From an optimization exercise on the open Yosys and OpenROAD flow, aimed at small area, a short achievable clock period and few clock cycles; shortcuts taken in it are not production practice. RTL that was checked went through simulation tests only; none was proved equivalent to the original. Function not checked in run 6: the RTL went through the layout flow alone.

==> flow/design.v <==
module sha_top
(
  input                 clk,
  input                 rst,
  input  logic [32-1:0] stop_sig,
  input  logic [8-1:0]  datain,
  output logic [32-1:0] st_tra,
  output logic          FINISH_FLAG,
  output logic [255:0]  hash
);
function automatic logic [31:0] k(input logic [5:0] n);
  case (n)
    6'd0: k = 32'h428a2f98;
    6'd1: k = 32'h71374491;
    6'd2: k = 32'hb5c0fbcf;
    6'd3: k = 32'he9b5dba5;
    6'd4: k = 32'h3956c25b;
    6'd5: k = 32'h59f111f1;
    6'd6: k = 32'h923f82a4;
    6'd7: k = 32'hab1c5ed5;
    6'd8: k = 32'hd807aa98;
    6'd9: k = 32'h12835b01;
    6'd10: k = 32'h243185be;
    6'd11: k = 32'h550c7dc3;
    6'd12: k = 32'h72be5d74;
    6'd13: k = 32'h80deb1fe;
    6'd14: k = 32'h9bdc06a7;
    6'd15: k = 32'hc19bf174;
    6'd16: k = 32'he49b69c1;
    6'd17: k = 32'hefbe4786;
    6'd18: k = 32'h0fc19dc6;
    6'd19: k = 32'h240ca1cc;
    6'd20: k = 32'h2de92c6f;
    6'd21: k = 32'h4a7484aa;
    6'd22: k = 32'h5cb0a9dc;
    6'd23: k = 32'h76f988da;
    6'd24: k = 32'h983e5152;
    6'd25: k = 32'ha831c66d;
    6'd26: k = 32'hb00327c8;
    6'd27: k = 32'hbf597fc7;
    6'd28: k = 32'hc6e00bf3;
    6'd29: k = 32'hd5a79147;
    6'd30: k = 32'h06ca6351;
    6'd31: k = 32'h14292967;
    6'd32: k = 32'h27b70a85;
    6'd33: k = 32'h2e1b2138;
    6'd34: k = 32'h4d2c6dfc;
    6'd35: k = 32'h53380d13;
    6'd36: k = 32'h650a7354;
    6'd37: k = 32'h766a0abb;
    6'd38: k = 32'h81c2c92e;
    6'd39: k = 32'h92722c85;
    6'd40: k = 32'ha2bfe8a1;
    6'd41: k = 32'ha81a664b;
    6'd42: k = 32'hc24b8b70;
    6'd43: k = 32'hc76c51a3;
    6'd44: k = 32'hd192e819;
    6'd45: k = 32'hd6990624;
    6'd46: k = 32'hf40e3585;
    6'd47: k = 32'h106aa070;
    6'd48: k = 32'h19a4c116;
    6'd49: k = 32'h1e376c08;
    6'd50: k = 32'h2748774c;
    6'd51: k = 32'h34b0bcb5;
    6'd52: k = 32'h391c0cb3;
    6'd53: k = 32'h4ed8aa4a;
    6'd54: k = 32'h5b9cca4f;
    6'd55: k = 32'h682e6ff3;
    6'd56: k = 32'h748f82ee;
    6'd57: k = 32'h78a5636f;
    6'd58: k = 32'h84c87814;
    6'd59: k = 32'h8cc70208;
    6'd60: k = 32'h90befffa;
    6'd61: k = 32'ha4506ceb;
    6'd62: k = 32'hbef9a3f7;
    6'd63: k = 32'hc67178f2;
    default: k = 32'h0;
  endcase
endfunction
function automatic logic [63:0] csa(input logic [31:0] x, input logic [31:0] y, input logic [31:0] z);
  logic [31:0] s, c;
  s = x ^ y ^ z;
  c = (x & y) | (x & z) | (y & z);
  csa = {s, c[30:0], 1'b0};
endfunction
logic       in_byte, in_fin;
logic [7:0] in_data;
logic       rst_q;
always_ff @(posedge clk) begin
  if (rst) begin
    in_byte <= 1'b0;
    in_fin  <= 1'b0;
  end else begin
    in_byte <= (stop_sig == 32'd0);
    in_fin  <= (stop_sig == 32'd2);
  end
  in_data <= datain;
  rst_q   <= rst;
end
logic [60:0] cnt;         
logic [23:0] wbuf;        
logic        padm;        
logic        pwdone;      
logic        nolen;       
logic        final_blk;   
logic        padding;
logic        src_valid;
logic [31:0] src_word;
logic [31:0] padword;
assign padding = padm | in_fin;
always_comb begin
  case (cnt[1:0])
    2'd0: padword = 32'h8000_0000;
    2'd1: padword = {wbuf[7:0], 24'h80_0000};
    2'd2: padword = {wbuf[15:0], 16'h8000};
    default: padword = {wbuf[23:0], 8'h80};
  endcase
end
logic [5:0]  t0;           
logic [0:15][31:0] win;    
logic        blk_busy;     
logic        fin_act;      
logic [1:0]  fin_cnt;
logic        init;         
logic        acc;          
logic        v1, l1, v2, l2;
logic [5:0]  kidx;
logic [31:0] p;
logic        hsl;          
logic [31:0] a, b, c, d, e, f, g, h;
logic [0:3][31:0] ha, he;  
logic        fin_last;
logic        s0_adv;
logic [31:0] wnew, wsched;
assign fin_last = fin_act & (fin_cnt == 2'd3);
always_comb begin
  if (!padding) begin
    src_valid = in_byte & (cnt[1:0] == 2'd3);
    src_word  = {wbuf, in_data};
  end else begin
    src_valid = !final_blk;
    if (!pwdone)                              src_word = padword;
    else if (t0[3:0] == 4'd14 && !nolen)      src_word = cnt[60:29];
    else if (t0[3:0] == 4'd15 && !nolen)      src_word = {cnt[28:0], 3'b000};
    else                                      src_word = 32'd0;
  end
end
logic [31:0] sg0, sg1;
logic [63:0] ws1, ws2;
assign sg0 = {win[1][6:0], win[1][31:7]} ^ {win[1][17:0], win[1][31:18]} ^ {3'b000, win[1][31:3]};
assign sg1 = {win[14][16:0], win[14][31:17]} ^ {win[14][18:0], win[14][31:19]} ^ {10'b0, win[14][31:10]};
assign ws1 = csa(win[0], win[9], sg0);
assign ws2 = csa(ws1[63:32], ws1[31:0], sg1);
assign wsched = ws2[63:32] + ws2[31:0];
assign s0_adv = t0[5] | t0[4] |
                (src_valid & ((t0 != 6'd0) | !blk_busy | (fin_act & fin_cnt[1])));
assign wnew = (t0[5] | t0[4]) ? wsched : src_word;
logic        sel_sched, sel_src, sel_whold;
logic [31:0] win15_d;
assign sel_sched = t0[5] | t0[4];
assign sel_src   = s0_adv & !sel_sched;
assign sel_whold = !s0_adv;
assign win15_d = ({32{sel_sched}} & wsched) | ({32{sel_src}} & src_word) |
                 ({32{sel_whold}} & win[15]);
logic [31:0] hsel, kv;
logic [63:0] ps1;
assign hsel = hsl ? g : h;
assign kv   = k(kidx);
assign ps1  = csa(win[15], kv, hsel);
logic [31:0] bs1, bs0, ch, maj, anew, enew;
logic [63:0] ac1, ac2, ac3, ec1, ec2;
assign bs1 = {e[5:0], e[31:6]} ^ {e[10:0], e[31:11]} ^ {e[24:0], e[31:25]};
assign bs0 = {a[1:0], a[31:2]} ^ {a[12:0], a[31:13]} ^ {a[21:0], a[31:22]};
assign ch  = (e & f) ^ (~e & g);
assign maj = (a & b) ^ (a & c) ^ (b & c);
assign ec1 = csa(p, d, ch);
assign ec2 = csa(ec1[63:32], ec1[31:0], bs1);
assign enew = ec2[63:32] + ec2[31:0];
assign ac1 = csa(p, ch, maj);
assign ac2 = csa(ac1[63:32], bs1, bs0);
assign ac3 = csa(ac1[31:0], ac2[63:32], ac2[31:0]);
assign anew = ac3[63:32] + ac3[31:0];
logic [31:0] suma, sume, iva, ive;
always_comb begin
  case (fin_cnt)
    2'd0: begin iva = 32'ha54ff53a; ive = 32'h5be0cd19; end
    2'd1: begin iva = 32'h3c6ef372; ive = 32'h1f83d9ab; end
    2'd2: begin iva = 32'hbb67ae85; ive = 32'h9b05688c; end
    default: begin iva = 32'h6a09e667; ive = 32'h510e527f; end
  endcase
end
assign suma = init ? iva : ha[0] + d;
assign sume = init ? ive : he[0] + h;
logic        sel_rnd, sel_fin, sel_hold;
logic [31:0] a_d, e_d;
assign sel_rnd  = v2;
assign sel_fin  = fin_act & !v2;
assign sel_hold = !v2 & !fin_act;
assign a_d = ({32{sel_rnd}} & anew) | ({32{sel_fin}} & suma) | ({32{sel_hold}} & a);
assign e_d = ({32{sel_rnd}} & enew) | ({32{sel_fin}} & sume) | ({32{sel_hold}} & e);
always_ff @(posedge clk) begin
  if (rst_q) begin
    cnt       <= '0;
    padm      <= 1'b0;
    pwdone    <= 1'b0;
    nolen     <= 1'b0;
    final_blk <= 1'b0;
    t0        <= 6'd0;
    blk_busy  <= 1'b1;
    fin_act   <= 1'b1;
    fin_cnt   <= 2'd0;
    init      <= 1'b1;
    acc       <= 1'b0;
    v1 <= 1'b0; l1 <= 1'b0; v2 <= 1'b0; l2 <= 1'b0;
    hsl       <= 1'b1;
  end else begin
    if (in_byte) begin
      cnt  <= cnt + 61'd1;
      acc  <= 1'b0;
    end
    if (in_fin) padm <= 1'b1;
    if (s0_adv) begin
      t0 <= t0 + 6'd1;
      if (t0 == 6'd62) acc <= 1'b1;
      if (t0 == 6'd63) begin
        blk_busy <= 1'b1;
        nolen    <= 1'b0;
      end
      if (padding && !(t0[5] | t0[4])) begin
        if (!pwdone) begin
          pwdone <= 1'b1;
          if (t0[3:1] == 3'b111) nolen <= 1'b1;
        end else if (t0[3:0] == 4'd15 && !nolen) begin
          final_blk <= 1'b1;
        end
      end
    end
    v1 <= s0_adv;
    l1 <= s0_adv & (t0 == 6'd63);
    v2 <= v1;
    l2 <= l1;
    if (v2 & l2) begin
      fin_act <= 1'b1;
      fin_cnt <= 2'd0;
    end else if (fin_act) begin
      fin_cnt <= fin_cnt + 2'd1;
      if (fin_last) begin
        fin_act  <= 1'b0;
        init     <= 1'b0;
        blk_busy <= 1'b0;
      end
    end
    hsl <= v1 | (v2 & l2) | (fin_act & !fin_last);
  end
end
always_ff @(posedge clk) begin
  if (rst) FINISH_FLAG <= 1'b0;
  else if (!rst_q && fin_last && final_blk) FINISH_FLAG <= 1'b1;
end
always_ff @(posedge clk) begin
  if (in_byte) wbuf <= {wbuf[15:0], in_data};
  if (s0_adv) win[0:14] <= win[1:15];
  win[15] <= win15_d;
  kidx <= t0;
  p <= ps1[63:32] + ps1[31:0];
  if (fin_act) begin
    ha <= {ha[1], ha[2], ha[3], suma};
    he <= {he[1], he[2], he[3], sume};
  end
  a <= a_d;
  e <= e_d;
  if (v2 | fin_act) begin
    b <= a; c <= b; d <= c;
    f <= e; g <= f; h <= g;
  end
end
assign st_tra = {30'd0, acc, acc};
assign hash = {ha[3], ha[2], ha[1], ha[0], he[3], he[2], he[1], he[0]};
endmodule
==> flow/flow/run.sh <==
#!/bin/bash
# Standard ORFS layout, with timing repair aimed at a setup slack margin of 9 ns
# (the clock period and constraints are unchanged).
set -euo pipefail
bash standard.sh SETUP_SLACK_MARGIN=9 finish > standard_flow.log 2>&1
==> flow/standard.sh <==
#!/bin/bash
# synth_recipe.tcl (not shown) runs the flow's synth.tcl, then flattens the netlist and writes it again
# the make line also repeats each setting of config.mk as NAME=value (left out here)
make -C /OpenROAD-flow-scripts/flow DESIGN_CONFIG=/design/flow/config.mk WORK_HOME=/design/flow/orfs CLKGATE_MAP_FILE= SYNTH_SCRIPT=/design/flow/synth_recipe.tcl "${@:-finish}"
==> flow/config.mk <==
export PLATFORM = sky130hd
export DESIGN_NAME = sha_top
export DESIGN_NICKNAME = sha_top
export VERILOG_FILES = /design/flow/design.v
export SDC_FILE = /design/flow/constraint.sdc
export NUM_CORES = 4
export LEC_CHECK = 0
export CAP_MARGIN = 20
export CORE_MARGIN = 2
export CORE_UTILIZATION = 45
export PLACE_DENSITY = 0.6
export SLEW_MARGIN = 20
==> flow/constraint.sdc <==
create_clock -name core_clock -period 13.0 [get_ports {clk}]
set_input_delay 2.6000 -clock core_clock [delete_from_list [all_inputs] [get_ports {clk}]]
set_output_delay 2.6000 -clock core_clock [all_outputs]
set_load 0.01 [all_outputs]
==> flow_metrics.tcl, run 1 <==
set metrics [dict create \
    cts-root-buf "clkbuf_16" \
    area_delta_synth_final_pct 18.9 \
    multi_input_area_mm2 0.0259 \
    max-cap-violations 0 \
    cts_tree "yes" \
    syn_inst 4794 \
    hold_slack_ns 0.410 \
    nFillCells 11300 \
    path_clk_slew_ns 0.06 \
    wl_per_cell_um 25.4 \
    nNetsFinal 5777 \
    grtUsageTotal 0.263 \
    hold_buffers 0 \
    max_freq_ghz 0.205 \
    async_reset_ff_frac 0 \
    h-tree-depth 4 \
    yosysUniqueCellTypes 92 \
    critPathLaunchType "register" \
    drc 0 \
    ys_ff_latch 1206 \
    hp-class "register to register" \
    drt_wl_total_um 182000 \
    synth_ff_type "edfxtp_1" \
    synth_edf_count 952 \
    hold_start "win[391]$_DFFE_PP_" \
    yosys.area.top_type_share 0.476 \
    gp_congestion 0.939 \
    finalSetupTns_ns 0 \
    crit_arrival_ns 5.50 \
    yosys_warnings 1 \
    highest_layer "met5" \
    dr_wl_met2_um 84800 \
    start_util 0.452 \
    place.port_buffers 300 \
    r2r_start "b[2]$_DFFE_PP_" \
    slew_headroom 0.183 \
    required_ns 13.62 \
    final_cell_mix "edfxtp_1 (952), xnor2_1 (298), inv_1 (281), nand2_1 (276), nor2_1 (265)" \
    drt_iter0_drc 4421 \
    seq_area_mm2 0.0338 \
    finalSetupViolCount 0 \
    vias_per_cell 5.67 \
    yosysSeqAreaShare 0.560 \
    row_count 134 \
    layout_min_cycle_time_ns 4.88 \
    clock-sinks 1206 \
    maxSlewViolCount 0 \
    min_period_over_period 0.375 \
    wl_met3_um 13000 \
    grt_pass1_vias 39200 \
    grt_first_pass_wirelength_um 263000 \
    cts_buffer_depth 3 \
    cts_buffers 135 \
    startpoint "b[2]$_DFFE_PP_" \
    fin_skew_ns 0.0298 \
    antenna_found_initial 6 \
    die_area_mm2 0.136 \
    synth.avg_cell_area_um2 12.5 \
    cp-end-kind "register" \
    wl_met1_um 78300 \
    final_common_cell "edfxtp_1" \
    crit_type "register to register" \
    fp.coreArea_mm2 0.133 \
    synth_area_mm2 0.0601 \
    drive_above_1_share 0.197 \
    grt_max_degree 184 \
    vias 40500 \
    hold_violations 0 \
    final_core_util 0.537 \
    fp.dieW_um 369 \
    cp_max_fo 3 \
    dieHeight_um 369 \
    synth.area.top_cells "edfxtp_1 (48%), dfxtp_1 (8.5%), fa_1 (8.4%)" \
    outcome "no timing/DRC/antenna violations" \
    synth_top_cell_by_area "edfxtp_1" \
    dpl.hpwl_um 132000 \
    worst_pin_slew_ns 1.22 \
    ios 331 \
    final_antenna_net_count 0 \
    rsz0062_at_grt "true" \
    clk-insertion-delay-late_ns 0.78 \
    drt-pass1-iter-count 8 \
    gr-total-overflow 0 \
]
[worst paths after layout]
kind	endpoint	slack [ns]	cells after the start
setup / recovery	a[24]$_DFF_P_	8.12	21
hold / removal	win[423]$_DFFE_PP_	0.41	0
setup reg to reg	a[24]$_DFF_P_	8.12	21
hold reg to reg	win[423]$_DFFE_PP_	0.41	0
[cell usage after synthesis, types with 61 or more instances]
cell / n
fa_1: 251
edfxtp_1: 952
a21oi_1: 283
nand2_1: 280
dfxtp_1: 254
a211oi_1: 61
xor2_1: 135
o21ai_0: 294
ha_1: 209
nor2_1: 273
inv_1: 293
clkbuf_1: 190
nand3_1: 65
xnor2_1: 319
mux2i_1: 78
a21o_1: 112
[per-layer routing]
metal,vias up,global-route usage
li1,18200,-
met1,20500,0.369
met2,1546,0.416
met3,295,0.0477
met4,2,0.0823
met5,-,0
[worst max-delay path: stages, from the launching register on]
cell and delay, ns:
edfxtp_1 0.38, a21o_1 0.15, o21ai_2 0.07, fa_1 0.54, inv_1 0.06, fa_1 0.52, inv_2 0.04, fa_1 0.52
inv_2 0.05, ha_4 0.15, inv_2 0.05, fa_2 0.21, nand2b_4 0.14, a21oi_4 0.06, o31a_1 0.29, or4b_4 0.54
a21oi_4 0.23, nor2_1 0.07, o21a_1 0.20, o21ai_2 0.16, mux2i_1 0.20, a31oi_1 0.09
[flip-flops by register name, indices dropped and copies added, names as in the netlist, 2 cells and up]
| signal | cells |
|---|---|
| win | 512 |
| ha | 128 |
| he | 128 |
| cnt | 61 |
| a | 32 |
| b | 32 |
| c | 32 |
| d | 32 |
| e | 32 |
| f | 32 |
| g | 32 |
| h | 32 |
| kv | 32 |
| p | 32 |
| wbuf | 24 |
| in_data | 8 |
| t0 | 6 |
| fin_cnt | 2 |
[metrics by stage]
stage / setup slack [ns] / instances / cell area (µm²)
after floorplan: 3.09 / 4823 / 60200
after CTS: 8.07 / 7106 / 70600
after global routing: 8.02 / 7147 / 71500
after detailed placement: 7.44 / 6687 / 64800
final: 8.12 / 7150 / 71500
after global placement: 7.58 / 6687 / 64800
[cells by family (layout without fill, tap and decap cells)]
| family | after synthesis | after routing | synth area share |
|---|---|---|---|
| buffers and inverters | 547 | 1103 | 0.0364 |
| muxes | 121 | 121 | 0.0224 |
| AOI/OAI and AO/OA | 1091 | 1091 | 0.115 |
| adders and majority gates | 466 | 466 | 0.128 |
| xor gates and xnor gates | 454 | 454 | 0.0662 |
| and+or+nand+nor | 908 | 908 | 0.0713 |
| DFF | 1206 | 1206 | 0.560 |
| other | 1 | 33 | 0.0000624 |
[repair_timing]
item | 4_1_cts | 5_1_grt
pin swaps | 105 | 82
endpoints found under the setup margin | 822 | 420
resized for setup | 1373 | 109
endpoints found under the hold margin | 0 | 0
gates cloned | 3 | 0
setup buffers | 175 | 41
[layout make-up]
cell class              instances  share of cell area
flip-flops and latches       1206               0.473
multi-input cells            3070               0.362
repair buffers                566              0.0564
clock buffers                 173              0.0513
well taps                    1768              0.0310
inverters                     294              0.0157
clock inverters                68              0.0102
repair inverters                2            0.000175
diodes                          3            0.000105
Testbench counts, summed over its fixed seeds: cycles 63,502.
==> run 2: changes to the inputs <==
==> flow/flow/run.sh (replaced) <==
#!/bin/bash
# Standard ORFS layout, with timing repair aimed at a setup slack margin of 8.5 ns
# (the clock period and constraints are unchanged).
set -euo pipefail
bash standard.sh SETUP_SLACK_MARGIN=8.5 finish > standard_flow.log 2>&1
==> run 2 against run 1 <==
Setup slack better by 0.015 ns. Sequential share of layout area is 0.33 points higher. Cell count is 1.8% lower. Highest routed layer unchanged.
==> flow_metrics.tcl, run 2 <==
set metrics [dict create \
    max_stage_delay_ns 0.54 \
    fin_skew_ns 0.0270 \
    final_core_util 0.533 \
    drt_iter0_drc 4238 \
    synth.avg_cell_area_um2 12.5 \
    cts_buffers 135 \
    finalSetupViolCount 0 \
    clk-insertion-delay-late_ns 0.77 \
    grt_pass1_vias 38500 \
    gp_congestion 0.939 \
    vias_per_cell 5.68 \
    max_freq_ghz 0.206 \
    ys_ff_latch 1206 \
    grtUsageTotal 0.260 \
    post-synth-top-count-cell "edfxtp_1" \
    start_util 0.452 \
    cp_max_fo 3 \
    nNetsFinal 5645 \
    drt_wl_total_um 180000 \
    synth_area_mm2 0.0601 \
    path_clk_slew_ns 0.06 \
    max-cap-violations 0 \
    maxSlewViolCount 0 \
    die_area_mm2 0.136 \
    yosysSeqAreaShare 0.560 \
    rsz0062_at_grt "true" \
    netlist_top_cells_count "edfxtp_1 (952), xnor2_1 (319), o21ai_0 (294), inv_1 (293), a21oi_1 (283)" \
    hold_violations 0 \
    synth.area.top_cells "edfxtp_1 (48%), dfxtp_1 (8.5%), fa_1 (8.4%)" \
    worst_pin_slew_ns 1.31 \
    layout_min_cycle_time_ns 4.86 \
    critPathLaunchType "register" \
    synth_edf_count 952 \
    vias 39900 \
    cp-end-kind "register" \
    final_cell_mix "edfxtp_1 (952), xnor2_1 (306), clkdlybuf4s50_1 (296), inv_1 (286), nand2_1 (279)" \
    wl_per_cell_um 25.6 \
    cts-root-buf "clkbuf_16" \
    path_cells "a21o_1 -> o21ai_2 -> fa_1 -> inv_1 -> fa_1 -> inv_2 -> fa_1 -> inv_2 -> ha_4 -> inv_2 -> fa_2 -> nand2b_4 -> a21oi_4 -> o31a_1 -> or4b_4 -> a21oi_4 -> nor2_1 -> o21a_1 -> o21ai_2 -> mux2i_1 -> a31oi_1" \
    fp.coreArea_mm2 0.133 \
    ios 331 \
    drive_above_1_share 0.108 \
    crit_arrival_ns 5.48 \
    syn_inst 4794 \
    hp-class "register to register" \
    critPathBufInv 4 \
    synth_top_cell_by_area "edfxtp_1" \
    final_common_cell "edfxtp_1" \
    final_antenna_net_count 0 \
    finalSetupTns_ns 0 \
    row_count 134 \
    yosys.area.top_type_share 0.476 \
    min_period_over_period 0.374 \
    multi_input_area_mm2 0.0252 \
    path_delay_family "adder cells" \
    synth_ff_type "edfxtp_1" \
    design_area_mm2 0.0709 \
    drc 0 \
    antenna_found_initial 8 \
    drt-pass1-iter-count 7 \
    dpl.hpwl_um 132000 \
    required_ns 13.62 \
    h-tree-depth 4 \
    yosysUniqueCellTypes 92 \
    area_delta_synth_final_pct 17.9 \
    regMostFlops "win" \
    dieHeight_um 369 \
    clock-sinks 1206 \
    hold_buffers 0 \
    gr-total-overflow 0 \
    seq_area_mm2 0.0338 \
    place.port_buffers 300 \
    fp.dieW_um 369 \
    slew_headroom 0.120 \
    yosys_warnings 1 \
    cp_slowest_cell "fa_1" \
    grt_max_degree 184 \
    grt_first_pass_wirelength_um 260000 \
    cts_tree "yes" \
    nFillCells 11300 \
    crit_type "register to register" \
    cts_buffer_depth 3 \
    outcome "no timing/DRC/antenna violations" \
    async_reset_ff_frac 0 \
    reg_top3 "win x512, ha x128, he x128" \
    largest_reg_flops 512 \
    placed_cell_area_mm2 0.0648 \
]
## run 2: final timing paths
kind	end	from	depth (start not counted)	slack [ns]
setup / recovery	a[24]$_DFF_P_	b[2]$_DFFE_PP_	21	8.14
hold / removal	win[423]$_DFFE_PP_	win[391]$_DFFE_PP_	0	0.41
setup reg to reg	a[24]$_DFF_P_	b[2]$_DFFE_PP_	21	8.14
hold reg to reg	win[423]$_DFFE_PP_	win[391]$_DFFE_PP_	0	0.41
## run 2: cell type report
cell class                 count  share of cell area
antenna                        6            0.000212
clock buffer                 173              0.0517
clock inverter                68              0.0103
inverter                     294              0.0158
multi-input combinational   3070               0.355
sequential                  1206               0.477
tap                         1768              0.0312
timing repair buffer         434              0.0589
timing repair inverter         2            0.000141
## run 2: repair_timing
| action | 4_1_cts | 5_1_grt |
|---|---|---|
| cloned | 2 | 1 |
| gates resized for setup | 156 | 88 |
| endpoints found under the setup margin | 517 | 332 |
| pin swaps | 38 | 51 |
| setup buffers | 52 | 31 |
## run 2: per-layer routing
metal	share of wire	routed length [µm]	GRT usage	vias up
li1	-	-	-	17900
met4	0.032	5730	0.0802	6
met1	0.43	77200	0.364	20200
met5	0.00019	35	0	-
met2	0.46	83300	0.410	1514
met3	0.074	13400	0.0525	293
## run 2: metrics by stage
step	hold WS [ns]	cells	worst slack [ns]
after floorplan	0.400	4823	3.09
after global placement	0.400	6687	7.58
after detailed placement	0.405	6687	7.44
after CTS	0.412	6982	8.06
after global routing	0.418	7015	8.03
final	0.409	7021	8.14
## run 2: logic make-up (layout without fill, tap and decap cells)
| kind of cell | count (synthesis) | after routing | synth area share |
|---|---|---|---|
| fa+ha+maj | 466 | 466 | 0.128 |
| simple gates | 908 | 908 | 0.0713 |
| flops | 1206 | 1206 | 0.560 |
| compound gates | 1091 | 1091 | 0.115 |
| other cells | 1 | 36 | 0.0000624 |
| mux | 121 | 121 | 0.0224 |
| xor+xnor | 454 | 454 | 0.0662 |
| buf+inv | 547 | 971 | 0.0364 |
==> run 3: changes to the inputs <==
--- a/flow/config.mk
+++ b/flow/config.mk
@@ -7,6 +7,6 @@
 export LEC_CHECK = 0
 export CAP_MARGIN = 20
 export CORE_MARGIN = 2
-export CORE_UTILIZATION = 45
-export PLACE_DENSITY = 0.6
+export CORE_UTILIZATION = 60
+export PLACE_DENSITY = 0.75
 export SLEW_MARGIN = 20
==> run 3 against run 2 <==
Die area shrank 25%. Hold slack got worse by 0.0015 ns. Via count rose by 2.6%. Sequential cell count is the same. Cell count shrank 7.1%. Critical path type unchanged. Critical path depth decreased by 6. Maximum frequency fell by 1.7%. Routed wire length is 0.67% lower. Critical endpoint is now win[29]$_DFF_P_. Utilization up 17 points.
==> flow_metrics.tcl, run 3 <==
set metrics [dict create \
    synth_top_cell_by_area "edfxtp_1" \
    path_cells "xnor2_2 -> xnor2_2 -> fa_1 -> fa_1 -> fa_2 -> a21o_1 -> a221oi_4 -> nand3_2 -> a31o_1 -> a31o_1 -> o41a_1 -> a221o_1 -> o21a_1 -> xnor2_2 -> a21oi_1" \
    gr-total-overflow 0 \
    r2r_start "win[457]$_DFFE_PP_" \
    die_area_mm2 0.103 \
    crit_arrival_ns 5.56 \
    min_period_over_period 0.381 \
    critPathLaunchType "register" \
    drt-pass1-iter-count 7 \
    grt_max_degree 143 \
    vias 40900 \
    ys_ff_latch 1206 \
    yosys.area.top_type_share 0.476 \
    synth_edf_count 952 \
    fin_cells 6520 \
    syn_inst 4794 \
    max_stage_delay_ns 0.54 \
    vias_per_cell 6.28 \
    final_antenna_net_count 0 \
    dieHeight_um 320 \
    gp_congestion 0.965 \
    fin_skew_ns 0.0296 \
    crit_type "register to register" \
    cts_buffers 130 \
    finalSetupTns_ns 0 \
    path_depth 15 \
    final_cell_mix "edfxtp_1 (952), clkdlybuf4s50_1 (299), xnor2_1 (292), inv_1 (283), nand2_1 (279)" \
    netlist_top_cells_count "edfxtp_1 (952), xnor2_1 (319), o21ai_0 (294), inv_1 (293), a21oi_1 (283)" \
    worst_path_most_repeated_cell "xnor2_2" \
    start_util 0.603 \
    drc 0 \
    hp-class "register to register" \
    cp-endpoint "win[29]$_DFF_P_" \
    cp-end-kind "register" \
    cp_max_fo 4 \
    critPathBufInv 0 \
    drt_wl_total_um 178000 \
    path_delay_family "compound AO/OA/AOI/OAI gates" \
    hold_violations 0 \
    cts-root-buf "clkbuf_16" \
    cp_slowest_cell "edfxtp_1" \
    finalSetupViolCount 0 \
    antenna_found_initial 11 \
    reg2regPathDepth 15 \
    regToRegSetupSlack_ns 8.05 \
    row_count 116 \
    area_delta_synth_final_pct 16.6 \
    cts_tree "yes" \
    hold_start "win[287]$_DFFE_PP_" \
    synth_area_mm2 0.0601 \
    path_clk_slew_ns 0.06 \
    regMostFlops "win" \
    fp.dieW_um 320 \
    nNetsFinal 5619 \
    reg_top3 "win x512, ha x128, he x128" \
    drive_above_1_share 0.107 \
    fp.coreArea_mm2 0.0997 \
    rsz0062_at_grt "true" \
    cts_buffer_depth 3 \
    clk-insertion-delay-late_ns 0.75 \
    grt_pass1_vias 39400 \
    ios 331 \
    maxSlewViolCount 0 \
    yosysUniqueCellTypes 92 \
    r2r-end "win[29]$_DFF_P_" \
    slew_headroom 0.171 \
    largest_reg_flops 512 \
    final_common_cell "edfxtp_1" \
    synth.avg_cell_area_um2 12.5 \
    layout_min_cycle_time_ns 4.95 \
    post-synth-top-count-cell "edfxtp_1" \
    synth.area.top_cells "edfxtp_1 (48%), dfxtp_1 (8.5%), fa_1 (8.4%)" \
    startpoint "win[457]$_DFFE_PP_" \
    dpl.hpwl_um 127000 \
    max-cap-violations 0 \
    async_reset_ff_frac 0 \
    grtUsageTotal 0.344 \
    grt_first_pass_wirelength_um 258000 \
    yosysSeqAreaShare 0.560 \
    required_ns 13.61 \
    h-tree-depth 4 \
    place.port_buffers 300 \
    yosys_warnings 1 \
    wl_per_cell_um 27.4 \
    placedCellCount 6210 \
    max_freq_ghz 0.202 \
    worst_pin_slew_ns 1.23 \
    clock-sinks 1206 \
    outcome "no timing/DRC/antenna violations" \
    drt_iter0_drc 5275 \
    synth_ff_type "edfxtp_1" \
]
run 3: changes by cell type in the layout (fill, tap and decap cells not counted), moves of 6 or more:
cell and change:
buf_4 -18, xnor2_1 -14, xnor2_2 +14, dfxtp_2 -11, dfxtp_4 +9, clkinv_2 +6
run 3: how the worst min path moves through the flow:
stage | endpoint | slack [ns] | cells after the start
2_1_floorplan | win[100]$_DFFE_PP_ | 0.40 | 0
3_3_place_gp | win[278]$_DFFE_PP_ | 0.40 | 0
3_5_place_dp | win[104]$_DFFE_PP_ | 0.40 | 0
4_1_cts | win[319]$_DFFE_PP_ | 0.41 | 0
5_1_grt | win[319]$_DFFE_PP_ | 0.41 | 0
6_report | win[319]$_DFFE_PP_ | 0.41 | 0
run 3: kinds of logic (layout without fill, tap and decap cells):
| kind of cell | Yosys count | after routing | share of synthesized area |
|---|---|---|---|
| AO/OA/AOI/OAI | 1091 | 1091 | 0.115 |
| XOR/XNOR | 454 | 454 | 0.0662 |
| flip-flops | 1206 | 1206 | 0.560 |
| multiplexers | 121 | 121 | 0.0224 |
| buffers and inverters | 547 | 943 | 0.0364 |
| other | 1 | 33 | 0.0000624 |
| adder cells (fa/ha/maj) | 466 | 466 | 0.128 |
| AND/OR/NAND/NOR | 908 | 908 | 0.0713 |
run 3: layout make-up:
cell class                 instances  area, µm²
fill                            6821      29600
timing repair buffer             414       4020
antenna                            3       7.51
multi-input combinational       3070      25300
clock inverter                    66        676
inverter                         294       1120
sequential                      1206      33800
tap                             1298       1620
clock buffer                     168       3540
timing repair inverter             1       5.00
run 3: layer usage:
| metal | global-route usage | up-vias | part of all wire |
|---|---|---|---|
| met5 | 0 | - | 0.00037 |
| met4 | 0.117 | 10 | 0.036 |
| met3 | 0.0714 | 357 | 0.11 |
| met2 | 0.508 | 2277 | 0.44 |
| met1 | 0.509 | 20400 | 0.41 |
| li1 | - | 17900 | - |
run 3: metrics by stage:
stage	hold slack (ns)	setup slack (ns)	instance area (µm²)	util
floorplan	0.400	3.09	60200	-
global placement	0.400	7.49	64100	0.643
detailed placement	0.405	7.31	64100	0.643
CTS	0.406	8.07	69400	0.696
global route	0.407	7.95	70100	0.703
finish	0.407	8.05	70100	0.703
run 3: what timing repair did:
action | in CTS | in global routing
pin swaps | 46 | 55
hold buffers | 0 | 0
resized for setup | 166 | 96
buffers inserted | 39 | 30
setup endpoints to repair | 533 | 382
gates cloned | 2 | 1
==> run 4: changes to the inputs <==
--- a/flow/design.v
+++ b/flow/design.v
@@ -83,6 +83,20 @@
   c = (x & y) | (x & z) | (y & z);
   csa = {s, c[30:0], 1'b0};
 endfunction
+function automatic logic [31:0] ksadd(input logic [31:0] x, input logic [31:0] y);
+  logic [31:0] g, p, gn, pn;
+  g = x & y;
+  p = x ^ y;
+  for (int s = 1; s < 32; s = s * 2) begin
+    gn = g; pn = p;
+    for (int i = s; i < 32; i++) begin
+      gn[i] = g[i] | (p[i] & g[i-s]);
+      pn[i] = p[i] & p[i-s];
+    end
+    g = gn; p = pn;
+  end
+  ksadd = (x ^ y) ^ {g[30:0], 1'b0};
+endfunction
 logic       in_byte, in_fin;
 logic [7:0] in_data;
 logic       rst_q;
@@ -151,7 +165,7 @@
 assign sg1 = {win[14][16:0], win[14][31:17]} ^ {win[14][18:0], win[14][31:19]} ^ {10'b0, win[14][31:10]};
 assign ws1 = csa(win[0], win[9], sg0);
 assign ws2 = csa(ws1[63:32], ws1[31:0], sg1);
-assign wsched = ws2[63:32] + ws2[31:0];
+assign wsched = ksadd(ws2[63:32], ws2[31:0]);
 assign s0_adv = t0[5] | t0[4] |
                 (src_valid & ((t0 != 6'd0) | !blk_busy | (fin_act & fin_cnt[1])));
 assign wnew = (t0[5] | t0[4]) ? wsched : src_word;
@@ -175,11 +189,11 @@
 assign maj = (a & b) ^ (a & c) ^ (b & c);
 assign ec1 = csa(p, d, ch);
 assign ec2 = csa(ec1[63:32], ec1[31:0], bs1);
-assign enew = ec2[63:32] + ec2[31:0];
+assign enew = ksadd(ec2[63:32], ec2[31:0]);
 assign ac1 = csa(p, ch, maj);
 assign ac2 = csa(ac1[63:32], bs1, bs0);
 assign ac3 = csa(ac1[31:0], ac2[63:32], ac2[31:0]);
-assign anew = ac3[63:32] + ac3[31:0];
+assign anew = ksadd(ac3[63:32], ac3[31:0]);
 logic [31:0] suma, sume, iva, ive;
 always_comb begin
   case (fin_cnt)
@@ -262,7 +276,7 @@
   if (s0_adv) win[0:14] <= win[1:15];
   win[15] <= win15_d;
   kidx <= t0;
-  p <= ps1[63:32] + ps1[31:0];
+  p <= ksadd(ps1[63:32], ps1[31:0]);
   if (fin_act) begin
     ha <= {ha[1], ha[2], ha[3], suma};
     he <= {he[1], he[2], he[3], sume};
--- a/flow/config.mk
+++ b/flow/config.mk
@@ -7,6 +7,6 @@
 export LEC_CHECK = 0
 export CAP_MARGIN = 20
 export CORE_MARGIN = 2
-export CORE_UTILIZATION = 60
-export PLACE_DENSITY = 0.75
+export CORE_UTILIZATION = 45
+export PLACE_DENSITY = 0.6
 export SLEW_MARGIN = 20
==> run 4 against run 3 <==
Routed wire length down 0.30%. Critical path depth grew 4. Global-route usage fell by 8.5 points. Die area rose by 34%. Sequential share of layout area decreased by 0.69 points. Critical endpoint is now a[30]$_DFF_P_.
==> flow_metrics.tcl, run 4 <==
set metrics [dict create \
    drt-pass1-iter-count 8 \
    synthXorXnorAreaFrac 0.0673 \
    finalSetupTns_ns 0 \
    rsz0062_at_grt "true" \
    grt_max_degree 152 \
    synth_area_mm2 0.0605 \
    area_delta_synth_final_pct 17.4 \
    antenna_found_initial 7 \
    regMostFlops "win" \
    cp_max_fo 3 \
    met1_usage 0.361 \
    synth_ff_type "edfxtp_1" \
    clock-sinks 1206 \
    largest_reg_flops 512 \
    synth.area.top_cells "edfxtp_1 (47%), dfxtp_1 (8.4%), fa_1 (8.3%)" \
    required_ns 13.67 \
    h-tree-depth 4 \
    yosysUniqueCellTypes 99 \
    synth.avg_cell_area_um2 12.4 \
    ys_ff_latch 1206 \
    max_freq_ghz 0.216 \
    syn_inst 4883 \
    cp-end-kind "register" \
    dpl.hpwl_um 131000 \
    cts_tree "yes" \
    synth_compound_area_frac 0.108 \
    post-synth-top-count-cell "edfxtp_1" \
    vias 39900 \
    die_area_mm2 0.137 \
    clk-insertion-delay-late_ns 0.78 \
    nNetsFinal 5714 \
    final_core_util 0.532 \
    min_period_over_period 0.357 \
    layout_min_cycle_time_ns 4.64 \
    fp.coreArea_mm2 0.133 \
    vias_per_cell 5.62 \
    gp_congestion 0.943 \
    fp.dieW_um 371 \
    drive_above_1_share 0.114 \
    cts_buffer_depth 3 \
    crit_arrival_ns 5.31 \
    grt.met2_usage 0.408 \
    final_common_cell "edfxtp_1" \
    drc 0 \
    async_reset_ff_frac 0 \
    cts_buffers 133 \
    reg_top3 "win x512, ha x128, he x128" \
    synth_top_cell_by_area "edfxtp_1" \
    netlist_top_cells_count "edfxtp_1 (952), inv_1 (375), nor2_1 (291), a21oi_1 (282), o21ai_0 (275)" \
    outcome "no timing/DRC/antenna violations" \
    ios 331 \
    slew_headroom 0.220 \
    gr-total-overflow 0 \
    final_cell_mix "edfxtp_1 (952), inv_1 (366), clkdlybuf4s50_1 (297), nor2_1 (288), a21oi_1 (273)" \
    use_met3 0.0474 \
    wl_per_cell_um 25.1 \
    worst_pin_slew_ns 1.16 \
    cts-root-buf "clkbuf_16" \
    row_count 134 \
    start_util 0.453 \
    max-cap-violations 0 \
    grtUsageTotal 0.258 \
    grt_first_pass_wirelength_um 260000 \
    path_clk_slew_ns 0.06 \
    grt_pass1_vias 38800 \
    synth_edf_count 952 \
    critPathLaunchType "register" \
    place.port_buffers 300 \
    synth_top_family_by_area "adder cells" \
    drt_iter0_drc 4296 \
    yosys_warnings 1 \
    dieHeight_um 371 \
    synth_mux_area_frac 0.0215 \
    hp-class "register to register" \
    drt_wl_total_um 178000 \
    synth-adder-area-share 0.131 \
    synth-simple-area-share 0.0743 \
    finalSetupViolCount 0 \
    maxSlewViolCount 0 \
    fin_skew_ns 0.0233 \
    yosysSeqAreaShare 0.556 \
    yosys.area.top_type_share 0.472 \
    final_antenna_net_count 0 \
    crit_type "register to register" \
    top_usage_layer "met2" \
    hold_violations 0 \
]
-- run 4: routing by layer --
metal  vias up  wire length (µm)
met5         -                17
met4         2              5730
met3       274             12400
met2      1510             83300
met1     20000             76500
li1      18100                 -
-- run 4: worst paths after layout --
kind | startpoint | end | slack (ns) | cells past startpoint
min reg2reg | win[278]$_DFFE_PP_ | win[310]$_DFFE_PP_ | 0.41 | 0
max | g[2]$_DFFE_PP_ | a[30]$_DFF_P_ | 8.36 | 19
max reg2reg | g[2]$_DFFE_PP_ | a[30]$_DFF_P_ | 8.36 | 19
min | win[278]$_DFFE_PP_ | win[310]$_DFFE_PP_ | 0.41 | 0
-- run 4: what timing repair did --
item / in CTS / in global routing
hold buffers: 0 / 0
endpoints found under the setup margin: 385 / 364
pin swaps: 48 / 45
gates resized for setup: 117 / 97
buffers inserted: 52 / 18
gates cloned: 2 / 0
-- run 4: logic make-up (layout without fill, tap and decap cells) --
kind of cell	Yosys count	count (layout)
AOI/OAI and AO/OA	1033	1033
xor gates and xnor gates	465	465
adders and majority gates	490	490
buffers and inverters	626	1037
DFF	1206	1206
muxes	116	116
other	1	32
and+or+nand+nor	946	946
-- run 4: metrics by stage --
step	hold slack, ns	instances	area, µm²	setup WS, ns
CTS	0.403	7073	70500	8.35
global placement	0.400	6773	65200	7.78
floorplan	0.400	4912	60700	3.09
detailed placement	0.405	6773	65200	7.75
finish	0.411	7093	71000	8.36
global route	0.415	7091	71000	8.25
-- run 4: layout make-up --
type | count | area (µm²)
Antenna cell | 2 | 5.00
Clock buffer | 166 | 3540
Clock inverter | 80 | 875
Fill cell | 11400 | 62400
Inverter | 378 | 1430
Multi-Input combinational cell | 3080 | 25200
Sequential cell | 1206 | 33800
Tap cell | 1768 | 2210
Timing Repair Buffer | 413 | 4010
-- run 4: worst max-delay path, stage by stage, from the launching register on --
cell and delay (ns):
edfxtp_1 0.39, mux2_4 0.32, fa_1 0.53, inv_2 0.05, fa_2 0.57, fa_1 0.42, inv_2 0.08, ha_4 0.13
inv_2 0.04, fa_2 0.35, nand2b_4 0.16, a21oi_4 0.17, o32ai_4 0.14, nand3_2 0.12, nand3_4 0.10, o21a_4 0.26
o21ai_4 0.18, a311oi_2 0.13, xnor2_1 0.15, a22o_1 0.23
Testbench counts of run 4, summed over its fixed seeds: cycles 63,502.
==> run 5: changes to the inputs <==
==> flow/flow/run.sh (replaced) <==
#!/bin/bash
# Standard ORFS layout, with timing repair aimed at a setup slack margin of 8.5 ns
# (the clock period and constraints are unchanged) and plain buf_2 cells as the
# port buffers.
set -euo pipefail
bash standard.sh SETUP_SLACK_MARGIN=8.5 "BUFFER_PORTS_ARGS=-buffer_cell sky130_fd_sc_hd__buf_2" finish > standard_flow.log 2>&1
--- a/flow/config.mk
+++ b/flow/config.mk
@@ -8,5 +8,7 @@
 export CAP_MARGIN = 20
 export CORE_MARGIN = 2
 export CORE_UTILIZATION = 45
+export CTS_BUF_LIST = sky130_fd_sc_hd__clkbuf_8
+export CTS_CLUSTER_SIZE = 30
 export PLACE_DENSITY = 0.6
 export SLEW_MARGIN = 20
==> run 5 against run 4 <==
Synthesized cell count unchanged. Sequential cell count unchanged. Non-clock buffer count decreased by 17. Largest cell class unchanged.
==> flow_metrics.tcl, run 5 <==
set metrics [dict create \
    outcome "no timing/DRC/antenna violations" \
    max_stage_delay_ns 0.51 \
    met1_usage 0.351 \
    synth_area_mm2 0.0605 \
    grt_first_pass_wirelength_um 259000 \
    drt_wl_total_um 177000 \
    place.port_buffers 300 \
    fp.coreArea_mm2 0.133 \
    wl_per_cell_um 24.6 \
    synth_top_cell_by_area "edfxtp_1" \
    crit_type "register to register" \
    grt_max_degree 209 \
    synth_mux_area_frac 0.0215 \
    h-tree-depth 4 \
    netlist_top_cells_count "edfxtp_1 (952), inv_1 (375), nor2_1 (291), a21oi_1 (282), o21ai_0 (275)" \
    worst_pin_slew_ns 1.18 \
    worst_path_most_repeated_cell "fa_1" \
    critPathLaunchType "register" \
    synth-simple-area-share 0.0743 \
    cp_slowest_cell "fa_1" \
    drc 0 \
    yosys_warnings 1 \
    finalSetupTns_ns 0 \
    synth.avg_cell_area_um2 12.4 \
    final_common_cell "edfxtp_1" \
    hold_start "win[365]$_DFFE_PP_" \
    largest_reg_flops 512 \
    final_antenna_net_count 0 \
    syn_inst 4883 \
    dpl.hpwl_um 130000 \
    async_reset_ff_frac 0 \
    cp-end-kind "register" \
    hold_slack_ns 0.399 \
    hold_path_depth 0 \
    post-synth-top-count-cell "edfxtp_1" \
    vias 39900 \
    top_usage_layer "met2" \
    synth_ff_type "edfxtp_1" \
    final_cell_mix "edfxtp_1 (952), inv_1 (443), buf_2 (301), nor2_1 (286), a21oi_1 (268)" \
    gr-total-overflow 0 \
    die_area_mm2 0.137 \
    critPathBufInv 4 \
    cts-root-buf "clkbuf_8" \
    crit_arrival_ns 5.47 \
    hold_violations 0 \
    regToRegSetupSlack_ns 8.34 \
    gp_congestion 0.916 \
    synth_top_family_by_area "adder cells" \
    yosysSeqAreaShare 0.556 \
    yosys.area.top_type_share 0.472 \
    r2r_start "e[3]$_DFF_P_" \
    reg_top3 "win x512, ha x128, he x128" \
    cts_buffers 198 \
    area_delta_synth_final_pct 13.7 \
    synth-adder-area-share 0.131 \
    fp.dieW_um 371 \
    finalSetupViolCount 0 \
    layout_min_cycle_time_ns 4.66 \
    antenna_found_initial 9 \
    path_cells "mux2_2 -> fa_1 -> inv_1 -> fa_1 -> fa_1 -> buf_4 -> buf_6 -> fa_2 -> nand2b_4 -> a21oi_4 -> o32ai_4 -> nand3_2 -> nand3_4 -> o21a_4 -> o21ai_4 -> buf_4 -> o41ai_2 -> xnor2_1 -> a22o_1" \
    dieHeight_um 371 \
    synth.area.top_cells "edfxtp_1 (47%), dfxtp_1 (8.4%), fa_1 (8.3%)" \
    cp_max_fo 6 \
    use_met3 0.0571 \
    synth_compound_area_frac 0.108 \
    startpoint "e[3]$_DFF_P_" \
    maxSlewViolCount 0 \
    row_count 134 \
    nNetsFinal 5762 \
    clock-sinks 1206 \
    path_clk_slew_ns 0.06 \
    start_util 0.453 \
    cts_buffer_depth 3 \
    hp-class "register to register" \
    yosysUniqueCellTypes 99 \
    synthXorXnorAreaFrac 0.0673 \
    path_delay_family "adder cells" \
    grt.met2_usage 0.396 \
    r2r-end "a[28]$_DFF_P_" \
    ys_ff_latch 1206 \
    min_period_over_period 0.358 \
    rsz0062_at_grt "true" \
    whs_endpoint "win[397]$_DFFE_PP_" \
    max_freq_ghz 0.215 \
    drt_iter0_drc 3970 \
    hold_buffers 0 \
    final_core_util 0.516 \
    synth_edf_count 952 \
    cts_tree "yes" \
    fin_skew_ns 0.0575 \
    vias_per_cell 5.55 \
    regMostFlops "win" \
    clk-insertion-delay-late_ns 0.93 \
    slew_headroom 0.208 \
    required_ns 13.81 \
    ios 331 \
    reg2regPathDepth 19 \
    drt-pass1-iter-count 8 \
    grtUsageTotal 0.256 \
    drive_above_1_share 0.174 \
    grt_pass1_vias 39300 \
    nFillCells 11700 \
    max-cap-violations 0 \
]
## run 5: changes by cell type in the layout (fill, tap and decap cells not counted), sizes merged
cell,change
bufbuf,-1
dlygate4sd2,-2
clkinv,+3
buf,+283
diode,+6
bufinv,-4
inv,+75
dlymetal6s2s,-1
clkdlybuf4s50,-297
clkbuf,+47
## run 5: cell type report
| class | count | area (µm²) | area share |
|---|---|---|---|
| clock buffers | 212 | 2920 | 0.0424 |
| flip-flops and latches | 1206 | 33800 | 0.491 |
| inverters | 378 | 1430 | 0.0207 |
| repair buffers | 396 | 2360 | 0.0343 |
| well taps | 1768 | 2210 | 0.0321 |
| diodes | 8 | 20.0 | 0.000291 |
| multi-input cells | 3080 | 25100 | 0.365 |
| clock inverters | 154 | 988 | 0.0144 |
## run 5: worst max-delay path by stage
| stage | end | slack [ns] | cells after the start |
|---|---|---|---|
| 2_1_floorplan | win[100]$_DFFE_PP_ | 3.09 | 7 |
| 3_3_place_gp | win[410]$_DFFE_PP_ | 7.73 | 10 |
| 3_5_place_dp | win[411]$_DFFE_PP_ | 7.61 | 10 |
| 4_1_cts | a[28]$_DFF_P_ | 8.37 | 20 |
| 5_1_grt | a[28]$_DFF_P_ | 8.23 | 17 |
| 6_report | a[28]$_DFF_P_ | 8.34 | 19 |
## run 5: metal layers
layer  vias up  share of wire
met5         -              0
met4         0          0.037
met3       280          0.072
met2      1406           0.46
met1     20100           0.43
li1      18200              -
## run 5: metrics by stage
| step | instances | worst slack, ns | instance area (µm²) |
|---|---|---|---|
| finish | 7202 | 8.34 | 68800 |
| global route | 7196 | 8.23 | 68800 |
| CTS | 7176 | 8.37 | 68300 |
| detailed placement | 6775 | 7.61 | 63700 |
| global placement | 6774 | 7.73 | 63700 |
| floorplan | 4912 | 3.09 | 60700 |
## run 5: cells by family after synthesis
kind of cell,after synthesis
buffers and inverters,626
AOI/OAI and AO/OA,1033
DFF,1206
xor gates and xnor gates,465
adders and majority gates,490
and+or+nand+nor,946
other,1
muxes,116
## run 5: what timing repair did
item,CTS,global route
gates cloned,1,0
setup buffers,34,17
gates resized for setup,104,95
pin swaps,35,38
setup endpoints to repair,304,424
## run 5: worst register-to-register path: stages, from the launching register on
cell	delay [ns]
dfxtp_4	0.39
mux2_2	0.39
fa_1	0.49
inv_1	0.04
fa_1	0.51
fa_1	0.46
buf_4	0.16
buf_6	0.11
fa_2	0.38
nand2b_4	0.17
a21oi_4	0.17
o32ai_4	0.11
nand3_2	0.12
nand3_4	0.10
o21a_4	0.25
o21ai_4	0.21
buf_4	0.15
o41ai_2	0.06
xnor2_1	0.13
a22o_1	0.18
==> run 6: changes to the inputs <==
--- a/flow/design.v
+++ b/flow/design.v
@@ -141,6 +141,7 @@
 logic [5:0]  kidx;
 logic [31:0] p;
 logic        hsl;          
+logic        w0ok;         
 logic [31:0] a, b, c, d, e, f, g, h;
 logic [0:3][31:0] ha, he;  
 logic        fin_last;
@@ -166,8 +167,7 @@
 assign ws1 = csa(win[0], win[9], sg0);
 assign ws2 = csa(ws1[63:32], ws1[31:0], sg1);
 assign wsched = ksadd(ws2[63:32], ws2[31:0]);
-assign s0_adv = t0[5] | t0[4] |
-                (src_valid & ((t0 != 6'd0) | !blk_busy | (fin_act & fin_cnt[1])));
+assign s0_adv = t0[5] | t0[4] | (src_valid & ((t0 != 6'd0) | w0ok));
 assign wnew = (t0[5] | t0[4]) ? wsched : src_word;
 logic        sel_sched, sel_src, sel_whold;
 logic [31:0] win15_d;
@@ -210,6 +210,11 @@
 assign sel_rnd  = v2;
 assign sel_fin  = fin_act & !v2;
 assign sel_hold = !v2 & !fin_act;
+logic       blk_busy_n, fin_act_n;
+logic [1:0] fin_cnt_n;
+assign blk_busy_n = (t0 == 6'd63) | (blk_busy & !fin_last);
+assign fin_act_n  = (v2 & l2) | (fin_act & !fin_last);
+assign fin_cnt_n  = (v2 & l2) ? 2'd0 : fin_act ? fin_cnt + 2'd1 : fin_cnt;
 assign a_d = ({32{sel_rnd}} & anew) | ({32{sel_fin}} & suma) | ({32{sel_hold}} & a);
 assign e_d = ({32{sel_rnd}} & enew) | ({32{sel_fin}} & sume) | ({32{sel_hold}} & e);
 always_ff @(posedge clk) begin
@@ -227,6 +232,7 @@
     acc       <= 1'b0;
     v1 <= 1'b0; l1 <= 1'b0; v2 <= 1'b0; l2 <= 1'b0;
     hsl       <= 1'b1;
+    w0ok      <= 1'b0;
   end else begin
     if (in_byte) begin
       cnt  <= cnt + 61'd1;
@@ -264,7 +270,8 @@
         blk_busy <= 1'b0;
       end
     end
-    hsl <= v1 | (v2 & l2) | (fin_act & !fin_last);
+    hsl  <= v1 | fin_act_n;
+    w0ok <= !blk_busy_n | (fin_act_n & fin_cnt_n[1]);
   end
 end
 always_ff @(posedge clk) begin
==> flow/flow/run.sh (replaced) <==
#!/bin/bash
# Standard ORFS layout, with timing repair aimed at a setup slack margin of 8.5 ns
# (the clock period and constraints are unchanged).
set -euo pipefail
bash standard.sh SETUP_SLACK_MARGIN=8.5 finish > standard_flow.log 2>&1
--- a/flow/config.mk
+++ b/flow/config.mk
@@ -8,7 +8,5 @@
 export CAP_MARGIN = 20
 export CORE_MARGIN = 2
 export CORE_UTILIZATION = 45
-export CTS_BUF_LIST = sky130_fd_sc_hd__clkbuf_8
-export CTS_CLUSTER_SIZE = 30
 export PLACE_DENSITY = 0.6
 export SLEW_MARGIN = 20
==> run 6 against run 5 <==
Synthesized cell count decreased by 1.6%. Still clean. First-iteration DRC count decreased by 7.0%. Routed wire length increased by 0.24%. Largest cell class unchanged.
==> flow_metrics.tcl, run 6 <==
set metrics [dict create \
    crit_arrival_ns 5.32 \
    clock-sinks 1207 \
    syn_inst 4807 \
    synth_edf_count 952 \
    ys_ff_latch 1207 \
    reg_top3 "win x512, ha x128, he x128" \
    grt_first_pass_wirelength_um 257000 \
    synth.avg_cell_area_um2 12.5 \
    yosys_warnings 1 \
    regToRegSetupSlack_ns 8.29 \
    r2r-end "a[27]$_DFF_P_" \
    vias_per_cell 5.58 \
    clk-insertion-delay-late_ns 0.78 \
    worst_pin_slew_ns 1.14 \
    outcome "no timing/DRC/antenna violations" \
    required_ns 13.62 \
    min_period_over_period 0.362 \
    yosysSeqAreaShare 0.560 \
    drt-pass1-iter-count 8 \
    path_cells "mux2_4 -> fa_1 -> inv_1 -> fa_1 -> fa_2 -> inv_2 -> ha_4 -> a211oi_4 -> o21ai_2 -> a21boi_4 -> o211ai_1 -> buf_4 -> a211o_1 -> a31oi_4 -> buf_6 -> xor2_1 -> nand2_1 -> o21ai_1 -> a31oi_1" \
    wl_per_cell_um 25.2 \
    placedCellCount 6701 \
    fin_cells 7060 \
    finalSetupTns_ns 0 \
    synth.area.top_cells "edfxtp_1 (48%), dfxtp_1 (8.5%), fa_1 (8.4%)" \
    regMostFlops "win" \
    die_area_mm2 0.137 \
    hp-class "register to register" \
    cp-end-kind "register" \
    largest_reg_flops 512 \
    hold_buffers 0 \
    fp.coreArea_mm2 0.133 \
    yosysUniqueCellTypes 88 \
    place.port_buffers 300 \
    finalSetupViolCount 0 \
    area_delta_synth_final_pct 18.9 \
    cts_buffers 136 \
    max_stage_delay_ns 0.58 \
    ios 331 \
    layout_min_cycle_time_ns 4.71 \
    slew_headroom 0.240 \
    hold_slack_ns 0.410 \
    async_reset_ff_frac 0 \
    cts_tree "yes" \
    antenna_found_initial 8 \
    gr-total-overflow 0 \
    final_antenna_net_count 0 \
    path_delay_family "adder cells" \
    nNetsFinal 5683 \
    hold_path_depth 0 \
    cp_slowest_cell "fa_2" \
    reg2regPathDepth 19 \
    grtUsageTotal 0.257 \
    synth_ff_type "edfxtp_1" \
    crit_type "register to register" \
    max_freq_ghz 0.212 \
    drc 0 \
    row_count 134 \
    whs_endpoint "win[388]$_DFFE_PP_" \
    cts-root-buf "clkbuf_16" \
    rsz0062_at_grt "true" \
    h-tree-depth 4 \
    fin_skew_ns 0.0475 \
    nFillCells 11300 \
    dieHeight_um 370 \
    synth_area_mm2 0.0601 \
    critPathLaunchType "register" \
    grt_pass1_vias 38600 \
    worst_path_most_repeated_cell "fa_1" \
    post-synth-top-count-cell "edfxtp_1" \
    critPathBufInv 4 \
    cts_buffer_depth 3 \
    grt_max_degree 175 \
    max-cap-violations 0 \
    hold_violations 0 \
    dpl.hpwl_um 129000 \
    path_clk_slew_ns 0.06 \
    synth_top_cell_by_area "edfxtp_1" \
    drive_above_1_share 0.126 \
    final_common_cell "edfxtp_1" \
    final_cell_mix "edfxtp_1 (952), inv_1 (357), clkdlybuf4s50_1 (292), nand2_1 (278), nor2_1 (257)" \
    drt_wl_total_um 178000 \
    start_util 0.452 \
    path_depth 19 \
    gp_congestion 0.965 \
    hold_start "win[356]$_DFFE_PP_" \
    vias 39400 \
    maxSlewViolCount 0 \
    fp.dieW_um 370 \
    yosys.area.top_type_share 0.475 \
    netlist_top_cells_count "edfxtp_1 (952), inv_1 (368), nand2_1 (282), a21oi_1 (266), nor2_1 (262)" \
    r2r_start "g[3]$_DFFE_PP_" \
    drt_iter0_drc 3694 \
    cp_max_fo 3 \
]
[run 6: timing repair]
action                     CTS  global route
pin swaps                   40            98
resized for setup          125           139
cloned                       3             1
setup endpoints to repair  517           208
setup buffers               53            53
[run 6: worst max path at each step]
stage,startpoint,end,slack [ns]
after floorplan,t0[5]$_SDFFE_PP0P_,win[100]$_DFFE_PP_,3.94
after global placement,e[1]$_DFF_P_,a[30]$_DFF_P_,7.74
after detailed placement,e[1]$_DFF_P_,a[30]$_DFF_P_,7.63
after CTS,c[6]$_DFFE_PP_,a[30]$_DFF_P_,8.25
after global routing,e[12]$_DFF_P_,a[30]$_DFF_P_,8.14
final,g[3]$_DFFE_PP_,a[27]$_DFF_P_,8.29
[run 6: per-stage QoR]
step	utilization	instance area, µm²	worst slack [ns]
2_1_floorplan	-	60500	3.94
3_3_place_gp	0.488	64900	7.74
3_5_place_dp	0.488	64900	7.63
4_1_cts	0.529	70500	8.25
5_1_grt	0.537	71500	8.14
6_report	0.537	71500	8.29
[run 6: cells by family after synthesis]
logic type               after synthesis  share of synthesized area
XOR/XNOR                             458                     0.0667
buffers and inverters                617                     0.0409
adder cells (fa/ha/maj)              490                      0.132
multiplexers                         135                     0.0252
AND/OR/NAND/NOR                      908                     0.0708
flip-flops                          1207                      0.560
other                                  1                  0.0000623
AO/OA/AOI/OAI                        991                      0.104
[run 6: layout make-up]
cell class              count  area, µm²  area share
flip-flops and latches   1207      33800       0.473
multi-input cells        3012      25000       0.350
repair buffers            450       4280      0.0599
clock buffers             164       3580      0.0501
well taps                1768       2210      0.0309
inverters                 372       1420      0.0198
clock inverters            83       1120      0.0157
repair inverters            2       10.0    0.000140
diodes                      2       5.00   0.0000700
[run 6: layer usage]
| layer | vias up | GRT usage | routed length, µm |
|---|---|---|---|
| met5 | - | 0 | 38 |
| met4 | 6 | 0.0944 | 6900 |
| met3 | 290 | 0.0486 | 11500 |
| met2 | 1403 | 0.413 | 83200 |
| met1 | 19800 | 0.346 | 76200 |
| li1 | 17900 | - | - |

[port drivers added, routing unchanged]
No port has a modelled driver above. Below, the same layouts with a new extraction and two added sets of constraints. Step 1, drivers: a clkbuf_16 drives clk and a buf_2 each remaining input, both assumed. Step 2 adds t to the input delays and takes it off the output delays; t is the mean of the earliest and latest rising clock arrival at the registers after step 1. Input paths then give back, and output paths get back, about the clock's delay inside the block. Slacks: no drivers / after step 1 / after step 2; pairs: no drivers / after step 1.
run | shift t [ns] | setup slack, ns | hold WS [ns] | clock arrival spread, ns
run 1 | 0.851 | 8.123 / 8.123 / 8.123 | 0.410 / 0.410 / 0.410 | 0.032 / 0.032
run 2 | 0.847 | 8.138 / 8.138 / 8.138 | 0.409 / 0.409 / 0.409 | 0.031 / 0.031
run 3 | 0.817 | 8.053 / 8.053 / 8.053 | 0.407 / 0.407 / 0.407 | 0.031 / 0.030
run 4 | 0.853 | 8.360 / 8.360 / 8.360 | 0.411 / 0.411 / 0.411 | 0.025 / 0.025
run 5 | 0.991 | 8.341 / 8.341 / 8.341 | 0.399 / 0.399 / 0.399 | 0.066 / 0.066
run 6 | 0.834 | 8.291 / 8.291 / 8.291 | 0.410 / 0.410 / 0.410 | 0.048 / 0.048
After both steps setup and hold are still met in every run listed.
